Background: an optimization exercise with open tools, aiming at small area and a short achievable clock period. Do not read the settings as production practice.
Only simulation tests tie the RTL to the original design; equivalence was not proved.
Power and IR drop assume default switching activity.

**design/flow/run.sh**
```bash
#!/bin/bash
# synth_recipe.tcl (not shown) runs the flow's synth.tcl, then flattens the netlist and writes it again
# the make line also repeats each setting of config.mk as NAME=value (left out here)
make -C /OpenROAD-flow-scripts/flow DESIGN_CONFIG=/design/flow/config.mk WORK_HOME=/design/flow/orfs CLKGATE_MAP_FILE= SYNTH_SCRIPT=/design/flow/synth_recipe.tcl finish
```
**design/flow/constraint.sdc**
```tcl
create_clock -name core_clock -period 5.0 [get_ports {clk}]
set_input_delay 1.0000 -clock core_clock [delete_from_list [all_inputs] [get_ports {clk}]]
set_output_delay 1.0000 -clock core_clock [all_outputs]
set_load 0.01 [all_outputs]
```
**design/flow/design.v**
```verilog
module multi_node #(
    parameter IDX   = 0,
    parameter WIDTH = 32
) (
    input clk,
    input reset,
    input [WIDTH - 1: 0] md_val,
    input [WIDTH - 1: 0] pd_val,
    input [WIDTH - 1: 0] mr_val,
    input mx_val,
    output reg [WIDTH - 1: 0] md_next,
    output reg [WIDTH - 1: 0] pd_next,
    output reg [WIDTH - 1: 0] mr_next,
    output reg mx_next
);
	wire [WIDTH: 0] pd_ext = { pd_val[WIDTH - 1], pd_val };
	wire [WIDTH: 0] md_ext = { md_val[WIDTH - 1], md_val };
	wire [WIDTH: 0] pd_res =
		mr_val[0] == 1 && mx_val == 0 ?
			pd_ext - md_ext:
		mr_val[0] == 0 && mx_val == 1 ?
			pd_ext + md_ext:
			pd_ext;
	always @(posedge clk) begin
		if (reset) begin
			md_next <= 0;
			pd_next <= 0;
			mr_next <= 0;
			mx_next <= 0;
		end else begin
			md_next <= md_val;
			pd_next[WIDTH - 1: 0] <= pd_res[WIDTH: 1];
			mr_next[WIDTH - 1] <= pd_res[0];
			mr_next[WIDTH - 2: 0] <= mr_val >> 1;
			mx_next <= mr_val[0];
		end
	end
endmodule
module pipelined_boothe_multiplier #(
    parameter WIDTH = 32
) (
    input clk,
    input reset,
    input en,
    input [WIDTH - 1: 0] md,
    input [WIDTH - 1: 0] mr,
    output [(2 * WIDTH) - 1: 0] s_result
);
	wire [WIDTH - 1: 0] _md[WIDTH: 0];
	wire [WIDTH - 1: 0] _pd[WIDTH: 0];
	wire [WIDTH - 1: 0] _mr[WIDTH: 0];
	wire _mx[WIDTH: 0];
	genvar i;
	assign _md[0] = md;
	assign _pd[0] = 0;
	assign _mr[0] = mr;
	assign _mx[0] = 0;
	assign s_result[(2 * WIDTH) - 1: 0] = { _pd[WIDTH], _mr[WIDTH] };
	for (i = 0; i < WIDTH; i = i + 1) begin
		multi_node #(
			.IDX        (i),
			.WIDTH      (WIDTH)
		) u_multi_node (
			.clk        (clk),
			.reset      (reset),
			.md_val     (_md[i]),
			.pd_val     (_pd[i]),
			.mr_val     (_mr[i]),
			.mx_val     (_mx[i]),
			.md_next    (_md[i + 1]),
			.pd_next    (_pd[i + 1]),
			.mr_next    (_mr[i + 1]),
			.mx_next    (_mx[i + 1])
		);
	end
endmodule
```
**design/flow/config.mk**
```make
export PLATFORM = sky130hd
export DESIGN_NAME = pipelined_boothe_multiplier
export DESIGN_NICKNAME = pipelined_boothe_multiplier
export VERILOG_FILES = /design/flow/design.v
export SDC_FILE = /design/flow/constraint.sdc
export NUM_CORES = 4
export LEC_CHECK = 0
export CAP_MARGIN = 20
export CORE_MARGIN = 2
export CORE_UTILIZATION = 30
export PLACE_DENSITY = 0.4
export SLEW_MARGIN = 20
```
==> impl_metrics.json <==
{
  "drive_gt1_share_pct": 5.290,
  "synth_common_cells": "nor2_1, dfxtp_1, a21oi_1, ha_1, inv_1",
  "cts_tree": "yes",
  "synth_top_cell_by_area": "dfxtp_1",
  "synth-edff-count": 0,
  "post-place-cells": 31601,
  "post_cts_buffers": 0,
  "syn_to_final_growth_pct": 11.93,
  "crit_chain": "inv_1 -> ha_1 -> nor2_1 -> o21ai_0 -> a2111oi_0 -> o21ai_1 -> a2111oi_0 -> buf_4 -> o31a_1 -> a221o_1 -> a31oi_1 -> a2111oi_0 -> a32oi_1 -> nor2_1",
  "clk-insertion-delay-late_ns": 1.04,
  "port_buffers": 129,
  "grt-ovfl-total": 0,
  "outcome": "complete, no violations",
  "timing.rr.end": "genblk1[27].u_multi_node.pd_next[25]$_SDFF_PP0_",
  "layout.nets": 25696,
  "yosysWarnings": 33,
  "die_h_um": 804.3,
  "clock.fmax_ghz": 0.2117,
  "ir_drop_uv": 261.0,
  "grt_usage_pct": 18.58,
  "worstPathArrival_ns": 5.66,
  "yosysTopAreaCellShare_pct": 31.99,
  "dieArea_um2": 647000,
  "synth_seq_cells": 3071,
  "antenna_found_initial": 28,
  "pwr-share-seq_pct": 43.0,
  "max_stage_delay_ns": 0.81,
  "p_comb_share_pct": 7.3,
  "leakagePower_nw": 89.95,
  "hold_viol": 0,
  "layout_min_cycle_time_ns": 4.723,
  "hold_class": "flip-flop to flip-flop",
  "synth_cell_types": 95,
  "first_iter_violations": 13251,
  "fin_setup_tns_ns": 0,
  "reg2reg_setup_slack_ns": 0.28,
  "slew_viol_final": 0,
  "cts_buffer_depth": 4,
  "stdcell_count": 32326,
  "p_clk_share_pct": 49.8,
  "vias_per_cell": 5.289,
  "critPathLaunch": "genblk1[26].u_multi_node.md_next[4]$_SDFF_PP0_",
  "grt_pass1_vias": 164672,
  "tightest_slew_ns": 1.140,
  "grt_pass1_wl_um": 981000,
  "ys.flop_type": "dfxtp_1",
  "drc": 0,
  "crit_end": "genblk1[27].u_multi_node.pd_next[25]$_SDFF_PP0_",
  "synth_area_leaders": "dfxtp_1, ha_1, nor2_1",
  "antenna_left": 0,
  "crit_path_max_fanout": 8,
  "syn_inst": 24135,
  "cts_sinks": 3071,
  "hold_buffers": 0,
  "synthesis.nets": 26249,
  "grt_max_degree": 158,
  "clk_pin_slew_ns": 0.06,
  "place_ws_ns": 0.5022,
  "synth.most_common_cell": "nor2_1",
  "slew_headroom_pct": 23.72,
  "finalSetupViolCount": 0,
  "dieWidth_um": 804.3,
  "io_pins": 131,
  "routed_wl_um": 630700,
  "required_ns": 5.94,
  "cts-resized-gates": 0,
  "initial_core_util_pct": 30.14,
  "drv_cap": 0,
  "p_int_mw": 43.54,
  "crit_path_end_kind": "flip-flop",
  "post_drt_wl_per_cell_um": 19.51,
  "syn_area_per_cell_um2": 7.962,
  "rsz0062_at_grt": "false",
  "numCtsBuffers": 386,
  "vias": 170965,
  "core_area_um2": 637500,
  "synth_seq_area_share_pct": 31.99,
  "crit_slowest_cell": "a2111oi_0",
  "netSwitchingPower_mw": 14.38,
  "worstReg2RegStart": "genblk1[26].u_multi_node.md_next[4]$_SDFF_PP0_",
  "crit_top_cell": "a2111oi_0",
  "setup.worst_path.start_class": "flip-flop",
  "synthesis.area_um2": 192200,
  "dr.pass1.iters": 6,
  "rows": 293,
  "reg2regPathDepth": 14,
  "gp_congestion": 0.8558,
  "setup_ws_ns": 0.2774,
  "h-tree-depth": 5,
  "dp_hpwl_um": 476000,
  "swShare_pct": 24.82,
  "worstSetupPathType": "flip-flop to flip-flop",
  "post-route-period-util_pct": 94.45,
  "synthArstFlopShare_pct": 0,
  "clockRootBuffer": "clkbuf_16",
  "finalClockSkew_ns": 0.06945,
  "cellPowerDensity_nw_per_um2": 269.3
}
metrics by stage:
stage	util, %	cell area [um2]	total power, mW	hold slack, ns
after floorplan	-	192200	28.35	0.4138
after global placement	31.65	201800	29.58	0.4151
after detailed placement	31.66	201800	29.56	0.4204
after CTS	33.73	215000	59.21	0.3529
after global routing	33.73	215100	60.64	0.3731
final	33.74	215100	57.92	0.3822
layout make-up:
class | instances | area, um2
diodes | 25 | 62.56
clock buffers | 546 | 11250
clock inverters | 154 | 1961
fillers | 67522 | 422400
inverters | 1982 | 7447
multi-input cells | 17671 | 118200
flip-flops and latches | 3071 | 61490
well taps | 8407 | 10520
repair buffers | 470 | 4145
placed cells by master, fill, tap and decap left out, types with 142 or more instances in the layout:
master     count
nand2b_1     323
nor2b_1     1308
clkbuf_16    392
dfxtp_1     3062
a221oi_1     153
nor2_1      3600
a21oi_1     2069
o21a_1       142
a2111oi_0    157
inv_1       1969
o21bai_1     553
a211oi_1     691
a21o_1       380
o21ai_0      861
a31oi_1      220
nand3_1      279
ha_1        1985
xnor2_1      263
o31ai_1      177
o22ai_1      198
o221ai_1     436
nor3_1       542
nand2_1      817
buf_4        317
a221o_1      406
flip-flops by register name (all words and copies together), names as in the netlist:
register	flops
genblk1.u_multi_node.mx_next	31
genblk1.u_multi_node.md_next	992
genblk1.u_multi_node.pd_next	1024
genblk1.u_multi_node.mr_next	1024
critical path, delay by kind of cell, from the launching register on:
family,cells,cell delay (ns)
AOI/OAI and AO/OA,9,3.40
and+or+nand+nor,2,0.28
adders and majority gates,1,0.39
buffers and inverters,2,0.28
DFF,1,0.33
worst min-delay path by stage:
stage	start	end	slack [ns]	cells after the start
after floorplan	genblk1[9].u_multi_node.mr_next[1]$_SDFF_PP0_	genblk1[10].u_multi_node.mr_next[0]$_SDFF_PP0_	0.41	1
final	genblk1[30].u_multi_node.mr_next[27]$_SDFF_PP0_	genblk1[31].u_multi_node.mr_next[26]$_SDFF_PP0_	0.38	1
after global placement	genblk1[16].u_multi_node.mr_next[27]$_SDFF_PP0_	genblk1[17].u_multi_node.mr_next[26]$_SDFF_PP0_	0.42	1
after detailed placement	genblk1[10].u_multi_node.mr_next[1]$_SDFF_PP0_	genblk1[11].u_multi_node.mr_next[0]$_SDFF_PP0_	0.42	1
after CTS	genblk1[30].u_multi_node.mr_next[27]$_SDFF_PP0_	genblk1[31].u_multi_node.mr_next[26]$_SDFF_PP0_	0.35	1
after global routing	genblk1[30].u_multi_node.mr_next[27]$_SDFF_PP0_	genblk1[31].u_multi_node.mr_next[26]$_SDFF_PP0_	0.37	1
cells by family after synthesis:
kind of cell / count (synthesis) / synth area share (%)
buffers and inverters: 3393 / 6.634
xor gates and xnor gates: 317 / 1.445
DFF: 3071 / 31.99
and+or+nand+nor: 7701 / 18.92
adders and majority gates: 2048 / 13.58
AOI/OAI and AO/OA: 7519 / 26.97
muxes: 86 / 0.4616
power by group through the flow:
stage | Combinational, mW | Sequential (mW) | Clock (mW)
floorplan | 3.02 | 25.3 | 0
global placement | 4.16 | 25.4 | 0
detailed placement | 4.15 | 25.4 | 0
CTS | 4.18 | 24.9 | 30.2
global route | 4.67 | 24.9 | 31.1
finish | 4.22 | 24.9 | 28.8
per-layer routing:
layer | share of wire (%) | global-route usage, % | vias to the layer above
li1 | - | - | 84665
met1 | 51 | 28.52 | 81296
met2 | 41 | 27.64 | 4352
met3 | 5.5 | 2.328 | 650
met4 | 1.8 | 3.441 | 2
met5 | 0.0021 | 0 | -

## re-timing with driven ports
How much do the figures lean on ideal ports? The routed layout below was timed once more, with nothing changed but the port constraints. Step 1 sets driving cells, clkbuf_16 on the clock port and buf_2 on the other inputs (assumed; they add their load-dependent delay and slew). Step 2 also shifts input and output timing later by t, the mid clock arrival at the registers, as if the neighbouring blocks saw the same clock. a / b / c = ideal ports / drivers / drivers and shift; a / b = the first two.
shift t [ns]: 1.123
setup WS [ns]: 0.277 / 0.277 / 0.277
worst data-port slew with drivers (ns): 0.08
After both steps this run still meets setup and hold. The setup slack of this run moves by 0.000 ns with the drivers and by 0.000 ns with both steps.
